This design comes from an exercise in tuning for small area and a short achievable clock period on the open sky130 flow, not from production work.
RTL that was checked went through simulation tests only; none was proved equivalent to the original.
The clock input has no modelled driver; a real chip could not lean on it and would need a root buffer or a full tree.
No activity file was given, so power comes from the tool's default toggle rates.

==> module PacketArbiter, before the edit <==
module PacketArbiter #
 ( parameter WIDTH = 8,
   parameter DEPTH = 8,
   parameter DLOG2 = 3,
   parameter KLOG2 = 3)
 ( input   clk,
   input   reset,
   input  [WIDTH-1:0]  A_tdata,
   input   A_tvalid,
   input   A_tlast,
   output reg A_tready,
   input  [WIDTH-1:0]  B_tdata,
   input   B_tvalid,
   input   B_tlast,
   output reg B_tready,
   output reg [WIDTH-1:0]  K_tdata,
   output reg K_tvalid,
   output reg K_tlast,
   input   K_tready);
  function [2:0] inc3(input [2:0] v);
    inc3 = {v[2] ^ (v[1] & v[0]), v[1] ^ v[0], ~v[0]};
  endfunction
  reg [WIDTH-1:0] A_mem [0:DEPTH-1];
  reg [WIDTH-1:0] B_mem [0:DEPTH-1];
  reg [WIDTH-1:0] K_mem [0:DEPTH-1];
  reg [2:0] wa, wb, kw, kr;
  reg [2:0] lsel;                
  reg [2:0] csel;                
  reg [DEPTH-1:0] ra, rb;        
  reg grant;
  wire endc = (csel != 0) && (csel == kw);
  wire klast = (lsel != 0) && (lsel == kr);
  wire alast = A_tvalid && A_tlast;
  wire blast = B_tvalid && B_tlast;
  wire [2:0] lsel_n = (grant ? alast : blast) ? (grant ? wa : wb) : lsel;
  wire [2:0] csel_n = (grant ? blast : alast) ? (grant ? wb : wa) : csel;
  always @(posedge clk, posedge reset) begin
    if (reset) begin
      wa <= 0; wb <= 0;
      A_tready <= 1'b0; B_tready <= 1'b0;
    end else begin
      if (A_tvalid) begin
        A_tready <= ~A_tlast;
        wa <= A_tlast ? 3'd0 : inc3(wa);
      end
      if (B_tvalid) begin
        B_tready <= ~B_tlast;
        wb <= B_tlast ? 3'd0 : inc3(wb);
      end
    end
  end
  always @(posedge clk, posedge reset) begin
    if (reset) begin
      ra <= 1; rb <= 1; kw <= 0; grant <= 1'b0; lsel <= 0; csel <= 0;
    end else begin
      lsel <= endc ? csel_n : lsel_n;
      csel <= endc ? lsel_n : csel_n;
      if (grant) rb <= {rb[DEPTH-2:0], rb[DEPTH-1]};
      else       ra <= {ra[DEPTH-2:0], ra[DEPTH-1]};
      kw <= endc ? 3'd0 : inc3(kw);
      grant <= grant ^ endc;
    end
  end
  always @(posedge clk, posedge reset) begin
    if (reset) begin
      kr <= 0; K_tvalid <= 1'b0; K_tlast <= 1'b0;
    end else if (K_tready) begin
      K_tvalid <= 1'b1;
      K_tlast <= klast;
      kr <= klast ? 3'd0 : inc3(kr);
    end
  end
  reg [WIDTH-1:0] crd, krd;
  integer i;
  always @* begin
    crd = {WIDTH{1'b0}};
    krd = {WIDTH{1'b0}};
    for (i = 0; i < DEPTH; i = i + 1) begin
      crd = crd | ({WIDTH{~grant & ra[i]}} & A_mem[i])
                | ({WIDTH{ grant & rb[i]}} & B_mem[i]);
      krd = krd | ({WIDTH{kr == i}} & K_mem[i]);
    end
  end
  always @(posedge clk) begin
    if (A_tvalid && (wa != 0 || !reset)) A_mem[wa] <= A_tdata;
    if (B_tvalid && (wb != 0 || !reset)) B_mem[wb] <= B_tdata;
    if (kw != 0 || !reset) K_mem[kw] <= crd;
    if (K_tready) K_tdata <= krd;
  end
endmodule
Settings: LEC_CHECK=0, CAP_MARGIN=20, CORE_MARGIN=2, CORE_UTILIZATION=60, SETUP_SLACK_MARGIN=2.35, SLEW_MARGIN=20; clock period 4.0 ns.
standard.sh (not shown) runs the stock make flow with config.mk's settings and CLKGATE_MAP_FILE= SYNTH_SCRIPT=/design/flow/synth_recipe.tcl, a recipe that flattens the netlist after the stock synthesis.
==> flow/flow/run.sh <==
#!/bin/bash
# Standard ORFS layout, except that:
# - the clock tree is built by flow/cts_pre.tcl (hooked in through PRE_CTS_TCL)
#   instead of TritonCTS;
# - the port buffers are buf_2 cells (BUFFER_PORTS_ARGS).
# make's output goes to make.log here; ORFS's per-step logs stay under orfs/logs.
set -euo pipefail
here=$(pwd)
bash standard.sh "PRE_CTS_TCL=$here/flow/cts_pre.tcl" \
  "BUFFER_PORTS_ARGS=-buffer_cell sky130_fd_sc_hd__buf_2" \
  finish > make.log 2>&1
Other scripts of this flow, unchanged in this note and not shown: flow/flow/cts_pre.tcl, flow/flow/mycts.tcl
==> next run, changes <==
--- a/flow/design.v
+++ b/flow/design.v
@@ -23,13 +23,16 @@
   reg [WIDTH-1:0] A_mem [0:DEPTH-1];
   reg [WIDTH-1:0] B_mem [0:DEPTH-1];
   reg [WIDTH-1:0] K_mem [0:DEPTH-1];
-  reg [2:0] wa, wb, kw, kr;
+  reg [2:0] wa, wb, kw;
   reg [2:0] lsel;                
   reg [2:0] csel;                
-  reg [DEPTH-1:0] ra, rb;        
+  reg [DEPTH-1:0] ra, rb, kr;    
   reg grant;
+  reg [WIDTH-1:0] cdata;
+  reg [DEPTH-1:0] kwe;
   wire endc = (csel != 0) && (csel == kw);
-  wire klast = (lsel != 0) && (lsel == kr);
+  wire [DEPTH-1:0] krn = {kr[DEPTH-1:1], 1'b0};
+  wire klast = krn[lsel];
   wire alast = A_tvalid && A_tlast;
   wire blast = B_tvalid && B_tlast;
   wire [2:0] lsel_n = (grant ? alast : blast) ? (grant ? wa : wb) : lsel;
@@ -63,11 +66,11 @@
   end
   always @(posedge clk, posedge reset) begin
     if (reset) begin
-      kr <= 0; K_tvalid <= 1'b0; K_tlast <= 1'b0;
+      kr <= 1; K_tvalid <= 1'b0; K_tlast <= 1'b0;
     end else if (K_tready) begin
       K_tvalid <= 1'b1;
       K_tlast <= klast;
-      kr <= klast ? 3'd0 : inc3(kr);
+      kr <= klast ? {{(DEPTH-1){1'b0}}, 1'b1} : {kr[DEPTH-2:0], kr[DEPTH-1]};
     end
   end
   reg [WIDTH-1:0] crd, krd;
@@ -78,13 +81,18 @@
     for (i = 0; i < DEPTH; i = i + 1) begin
       crd = crd | ({WIDTH{~grant & ra[i]}} & A_mem[i])
                 | ({WIDTH{ grant & rb[i]}} & B_mem[i]);
-      krd = krd | ({WIDTH{kr == i}} & K_mem[i]);
+      krd = krd | ({WIDTH{kr[i]}} & K_mem[i]);
     end
   end
+  wire kbyp = |(kwe & kr);
   always @(posedge clk) begin
     if (A_tvalid && (wa != 0 || !reset)) A_mem[wa] <= A_tdata;
     if (B_tvalid && (wb != 0 || !reset)) B_mem[wb] <= B_tdata;
-    if (kw != 0 || !reset) K_mem[kw] <= crd;
-    if (K_tready) K_tdata <= krd;
+    cdata <= crd;
+    for (i = 0; i < DEPTH; i = i + 1) begin
+      kwe[i] <= kw == i && (i != 0 || !reset);
+      if (kwe[i]) K_mem[i] <= cdata;
+    end
+    if (K_tready) K_tdata <= kbyp ? cdata : krd;
   end
 endmodule
=>
- clock skew came out lower by 0.011 ns
- first-iteration DRC count came out higher by 12%
- routed wire length came out higher by 2.0%
- total power came out higher by 2.3%
- worst setup slack improves by 0.14 ns
- die area came out higher by 5.6%
- maximum frequency came out higher by 8.5%
- sequential cell count came out higher by 21
- utilization came out lower by 4.3 points
- area after synthesis came out higher by 5.8%
- global-route usage came out lower by 0.51 points
- critical path depth came out lower by 2
For the first run of this note, only the layout was checked, not whether the RTL still works. No run of this note takes its clock network from TritonCTS; it comes from the design's own scripts or RTL.

========
The RTL this note starts from:
==> flow/design.v <==
module PacketArbiter #
 ( parameter WIDTH = 8,
   parameter DEPTH = 8,
   parameter DLOG2 = 3,
   parameter KLOG2 = 3)
 ( input   clk,
   input   reset,
   input  [WIDTH-1:0]  A_tdata,
   input   A_tvalid,
   input   A_tlast,
   output reg A_tready,
   input  [WIDTH-1:0]  B_tdata,
   input   B_tvalid,
   input   B_tlast,
   output reg B_tready,
   output reg [WIDTH-1:0]  K_tdata,
   output reg K_tvalid,
   output reg K_tlast,
   input   K_tready);
  reg [WIDTH-1:0] A_mem [0:DEPTH-1];
  reg [WIDTH-1:0] B_mem [0:DEPTH-1];
  reg [WIDTH-1:0] K_mem [0:DEPTH-1];
  reg [DLOG2-1:0] wa, wb, lenA, lenB, ra, rb;
  reg [KLOG2-1:0] kw, kr;
  reg grant;
  reg [WIDTH-1:0] cdata;
  reg [KLOG2-1:0] kwd;
  reg             kwv;
  wire endA = (lenA != 0) && (lenA == kw);
  wire endB = (lenB != 0) && (lenB == kw);
  wire endc = grant ? endB : endA;
  wire klast = grant ? ((lenA != 0) && (lenA == kr))
                     : ((lenB != 0) && (lenB == kr));
  always @(posedge clk, posedge reset) begin
    if (reset) begin
      wa <= 0; wb <= 0; lenA <= 0; lenB <= 0;
      A_tready <= 1'b0; B_tready <= 1'b0;
    end else begin
      if (A_tvalid) begin
        A_tready <= ~A_tlast;
        wa <= A_tlast ? {DLOG2{1'b0}} : wa + 1'b1;
        if (A_tlast) lenA <= wa;
      end
      if (B_tvalid) begin
        B_tready <= ~B_tlast;
        wb <= B_tlast ? {DLOG2{1'b0}} : wb + 1'b1;
        if (B_tlast) lenB <= wb;
      end
    end
  end
  always @(posedge clk, posedge reset) begin
    if (reset) begin
      ra <= 0; rb <= 0; kw <= 0; grant <= 1'b0;
    end else begin
      if (grant) rb <= rb + 1'b1;
      else       ra <= ra + 1'b1;
      kw <= endc ? {KLOG2{1'b0}} : kw + 1'b1;
      grant <= grant ^ endc;
    end
  end
  always @(posedge clk, posedge reset) begin
    if (reset) begin
      kr <= 0; K_tvalid <= 1'b0; K_tlast <= 1'b0;
    end else if (K_tready) begin
      K_tvalid <= 1'b1;
      K_tlast <= klast;
      kr <= klast ? {KLOG2{1'b0}} : kr + 1'b1;
    end
  end
  always @(posedge clk) begin
    if (A_tvalid && !reset) A_mem[wa] <= A_tdata;
    if (B_tvalid && !reset) B_mem[wb] <= B_tdata;
    cdata <= grant ? B_mem[rb] : A_mem[ra];
    kwd <= kw;
    kwv <= ~reset;
    if (kwv) K_mem[kwd] <= cdata;
    if (K_tready) K_tdata <= (kwv && kwd == kr) ? cdata : K_mem[kr];
  end
endmodule
clock: 4.0 ns
lec_check: 0
abc_clock_period_in_ps: 1200
cap_margin: 20
core_margin: 2
core_utilization: 40
setup_slack_margin: 2.5
slew_margin: 20
run.sh (not shown) runs the stock make flow with config.mk's settings and CLKGATE_MAP_FILE= SYNTH_SCRIPT=/design/flow/synth_recipe.tcl, a recipe that flattens the netlist after the stock synthesis.
Stock flow here: none of the scripts above is used.
Then changed:
--- a/flow/design.v
+++ b/flow/design.v
@@ -65,15 +65,35 @@
       K_tvalid <= 1'b1;
       K_tlast <= klast;
       kr <= klast ? {KLOG2{1'b0}} : kr + 1'b1;
     end
   end
+  wire [DEPTH-1:0] sa, sb, sk;
+  genvar j;
+  generate
+    for (j = 0; j < DEPTH; j = j + 1) begin : g_sel
+      assign sa[j] = ~grant & (ra == j);
+      assign sb[j] =  grant & (rb == j);
+      assign sk[j] = (kr == j);
+    end
+  endgenerate
+  reg [WIDTH-1:0] crd, krd;
+  integer i;
+  always @* begin
+    crd = {WIDTH{1'b0}};
+    krd = {WIDTH{1'b0}};
+    for (i = 0; i < DEPTH; i = i + 1) begin
+      crd = crd | ({WIDTH{sa[i]}} & A_mem[i]) | ({WIDTH{sb[i]}} & B_mem[i]);
+      krd = krd | ({WIDTH{sk[i]}} & K_mem[i]);
+    end
+  end
+  wire kbyp = kwv & (kwd == kr);
   always @(posedge clk) begin
     if (A_tvalid && !reset) A_mem[wa] <= A_tdata;
     if (B_tvalid && !reset) B_mem[wb] <= B_tdata;
-    cdata <= grant ? B_mem[rb] : A_mem[ra];
+    cdata <= crd;
     kwd <= kw;
     kwv <= ~reset;
     if (kwv) K_mem[kwd] <= cdata;
-    if (K_tready) K_tdata <= (kwv && kwd == kr) ? cdata : K_mem[kr];
+    if (K_tready) K_tdata <= kbyp ? cdata : krd;
   end
 endmodule
Outcome:
- routed wire length increases by about a fifth
- critical path depth does not change
- clock skew increases by 0.014 ns
- global-route usage increases by 1.3 points
- non-clock buffer count decreases by 10
- utilization increases by 0.86 points
- power increases slightly
- worst hold slack is worse by 0.093 ns
- final area increases by a few percent
- die area increases slightly
Function was not checked in any run of this note: the RTL went through the layout flow alone.

## afterwards: timing with drivers on the ports
No port has a modelled driver above. Below, the same layouts with a new extraction and two added sets of constraints. Step 1 sets driving cells, clkbuf_16 on the clock port and buf_2 on the other inputs (assumed; they add their load-dependent delay and slew). Step 2 moves the port delays by t, midway between the first and last clock arrival at a register: inputs arrive t later, outputs are due t later. That takes back most of the time a late clock gives input paths. a / b / c = no drivers / after step 1 / after step 2; a / b = the first two.
| run | t, ns | setup slack, ns | clock arrival spread, ns | cell pins on the clock port's net |
|---|---|---|---|---|
| the first run of note 1 | 0.376 | 2.190 / 2.190 / 2.012 | 0.037 / 0.037 | 4 |
| the second run of note 1 | 0.388 | 2.333 / 2.240 / 2.096 | 0.025 / 0.026 | 4 |
| the first run of note 2 | 0.553 | 2.168 / 2.122 / 1.984 | 0.009 / 0.010 | 1 |
| the second run of note 2 | 0.562 | 2.129 / 2.080 / 1.997 | 0.023 / 0.024 | 1 |
After both steps setup and hold are still met in every run listed. For the second run of note 1, which loses most, drivers alone change the setup slack by -0.093 ns; drivers and shift together by -0.237 ns.
